Context: an optimization exercise on an open-source flow, tuned for small area and a short achievable clock period. The choices shown serve that exercise and are no tape-out recipe. In this exercise RTL edits were held to simulation tests only and were not proved equivalent to the original. No activity file was given, so power comes from the tool's default toggle rates.

Design datapath, start of the top module:
module datapath (clk, writenum, readnum, write, datapath_in, vsel, loada, loadb, loadc, shift, asel, bsel, ALUop, loads, Z_out, datapath_out);
  input write, clk, loada, loadb, loadc, asel, bsel, loads, vsel;
  input [1:0] ALUop, shift;
  input [2:0] writenum, readnum;
  input [15:0] datapath_in;
  output reg Z_out;
  output reg [15:0] datapath_out;
  reg  [15:0] aloaded, in;
  wire [15:0] data_in, data_out, cn;
  wire sn;
  assign data_in = vsel ? datapath_in : datapath_out;
  regfile REGFILE(data_in, writenum, write, readnum, clk, data_out);
  always_ff @(posedge clk) if (loada) aloaded <= data_out;
  always_ff @(posedge clk) if (loadb) in <= data_out;
  ALU alu(aloaded, in, datapath_out, Z_out, datapath_in[4:0], shift, asel, bsel, ALUop,
          loadc, loads, cn, sn);
  always_ff @(posedge clk) Z_out <= sn;
  always_ff @(posedge clk) datapath_out <= cn;
endmodule
==> flow/config.mk <==
export PLATFORM = sky130hd
export DESIGN_NAME = datapath
export DESIGN_NICKNAME = datapath
export VERILOG_FILES = /design/flow/design.v
export SDC_FILE = /design/flow/constraint.sdc
export NUM_CORES = 4
export LEC_CHECK = 0
export CAP_MARGIN = 20
export CORE_MARGIN = 2
export CORE_UTILIZATION = 70
export CTS_BUF_LIST = sky130_fd_sc_hd__clkbuf_4 sky130_fd_sc_hd__clkbuf_8
export PLACE_DENSITY = 0.8
export SETUP_SLACK_MARGIN = 2.9
export SLEW_MARGIN = 20
export SYNTH_HIERARCHICAL = 1
export SYNTH_MINIMUM_KEEP_SIZE = 0
==> flow/constraint.sdc <==
create_clock -name core_clock -period 5.5 [get_ports {clk}]
set_input_delay 1.1000 -clock core_clock [delete_from_list [all_inputs] [get_ports {clk}]]
set_output_delay 1.1000 -clock core_clock [all_outputs]
set_load 0.01 [all_outputs]
standard.sh (not shown) runs the stock make flow with config.mk's settings and CLKGATE_MAP_FILE= SYNTH_SCRIPT=/design/flow/synth_recipe.tcl, a recipe that flattens the netlist after the stock synthesis.
==> flow/flow/run.sh <==
#!/bin/bash
# The standard layout (standard.sh), with every input and output port
# buffered by a buf_2 cell instead of the buffer the resizer picks by default.
set -euo pipefail
bash standard.sh 'BUFFER_PORTS_ARGS=-buffer_cell sky130_fd_sc_hd__buf_2' finish > make.log 2>&1
Edit:
Settings changed: CORE_UTILIZATION 70 to 60, CTS_CLUSTER_SIZE set to 25, PLACE_DENSITY 0.8 to not set.
Result:
- The new run completed without violations
- final cell count went up by a few percent
- routed wire length goes up slightly
- die area climbs by about a fifth
- sequential cell count stays the same
- synthesized cell count stays the same
- cell area increases slightly
Edit:
Settings changed: CORE_UTILIZATION 60 to 70, CTS_CLUSTER_SIZE 25 to not set, SETUP_SLACK_MARGIN 2.9 to 2.85.
What happened:
- The new run completed with no timing, DRC or antenna violations
- global-route usage came out higher by 4.7 points
- design area goes down slightly
- maximum frequency came out lower slightly
- clock power rose by a few percent
- sequential cell count does not change
- routed wire length shrinks slightly
Edit:
Settings changed: SETUP_SLACK_MARGIN 2.85 to 2.95.
Outcome: Synthesized cell count stays the same. Worst setup slack improves by 0.048 ns. Total power rises by about 0.75%. First-iteration DRC count rises by about 11%. Non-clock buffer count stays the same.

---

Setup of v16:
datapath, a different RTL version from the one above (not shown whole).
Size: ~760 cells after synthesis, ~180 flip-flops, about 52 I/O pins, ~9100 µm² of cells after synthesis.
Settings: LEC_CHECK=0, CAP_MARGIN=20, CORE_MARGIN=2, CORE_UTILIZATION=70, CTS_BUF_LIST=sky130_fd_sc_hd__clkbuf_4 sky130_fd_sc_hd__clkbuf_8, SETUP_SLACK_MARGIN=2.9, SLEW_MARGIN=20, SYNTH_HIERARCHICAL=1, SYNTH_MINIMUM_KEEP_SIZE=0; clock period 5.5 ns.
Scripts as last shown in full above: flow/flow/run.sh
## Diff of input files: v19 against v16
- CORE_UTILIZATION: 70 -> 60
- SETUP_SLACK_MARGIN: 2.9 -> 2.75
==> comparison <==
~same clock transition time at the flip-flop clock pins of the worst setup and hold paths in v16 and v19
Delta (v19 minus v16): width of the chip now sits higher, worst hold slack decreased 33 ps.
Changes observed in v19 relative to v16: data required time at the worst endpoint now larger, peak ir drop on the vdd network increased by 39 µV relative to the old numbers, cell area moved down, standard cell area after detailed placement went down, area added between synthesis and finish decreased 1.7 points.
Input changes introduced in v10 (baseline for comparison: v19):
- SETUP_SLACK_MARGIN: 2.75 -> 2.9
On clock insertion delay at the later pin of the skew report, v10 tracks v19 almost exactly. Between v19 and v10, the flow reports number of global-route vias before repair decreasing slightly. In the flow results for v19 and v10, the worst hold margin is larger on v10. [v10] depth of the most critical reg-to-reg path rose 1 relative to v19. Sequential share of layout area in v10 is 1.1 points lower than in v19. [compare] base=v19 new=v10: power of the clock network higher; maximum number of pins on one net before global-route repair now sits at about the same level; clock net sink count saw little to no change.

-- static timing again, ports no longer ideal --
The flow's constraints put no driver on any port. The routed layouts listed below were extracted and timed again, unchanged, in two steps. Step 1 assumes that a clkbuf_16 drives the clock port and a buf_2 every other input. Step 2 also shifts input and output timing later by t, the mid clock arrival at the registers, as if the neighbouring blocks saw the same clock. Slacks: ideal / step 1 / step 2; pairs: ideal / step 1.
run	t (ns)	setup slack, ns	hold slack, ns	slew at the worst register clock pin (ns)	worst data-port slew with drivers (ns)
the first run of note 1	0.505	3.010 / 3.003 / 2.498	0.488 / 0.488 / 0.488	0.10 / 0.10	0.05
the second run of note 1	0.493	2.964 / 2.975 / 2.482	0.500 / 0.500 / 0.500	0.11 / 0.11	0.05
the third run of note 1	0.490	2.937 / 2.946 / 2.456	0.498 / 0.498 / 0.498	0.10 / 0.10	0.04
the fourth run of note 1	0.504	2.985 / 2.980 / 2.475	0.503 / 0.503 / 0.503	0.10 / 0.10	0.05
v16	0.505	2.957 / 2.935 / 2.430	0.505 / 0.505 / 0.505	0.12 / 0.12	0.06
v19	0.502	2.840 / 2.850 / 2.347	0.472 / 0.472 / 0.472	0.11 / 0.11	0.04
v10	0.489	2.968 / 2.958 / 2.469	0.497 / 0.497 / 0.497	0.10 / 0.10	0.06
After both steps every run listed still meets setup and hold. The setup slack of v16, which loses most, moves by -0.022 ns with the drivers and by -0.527 ns with both steps.
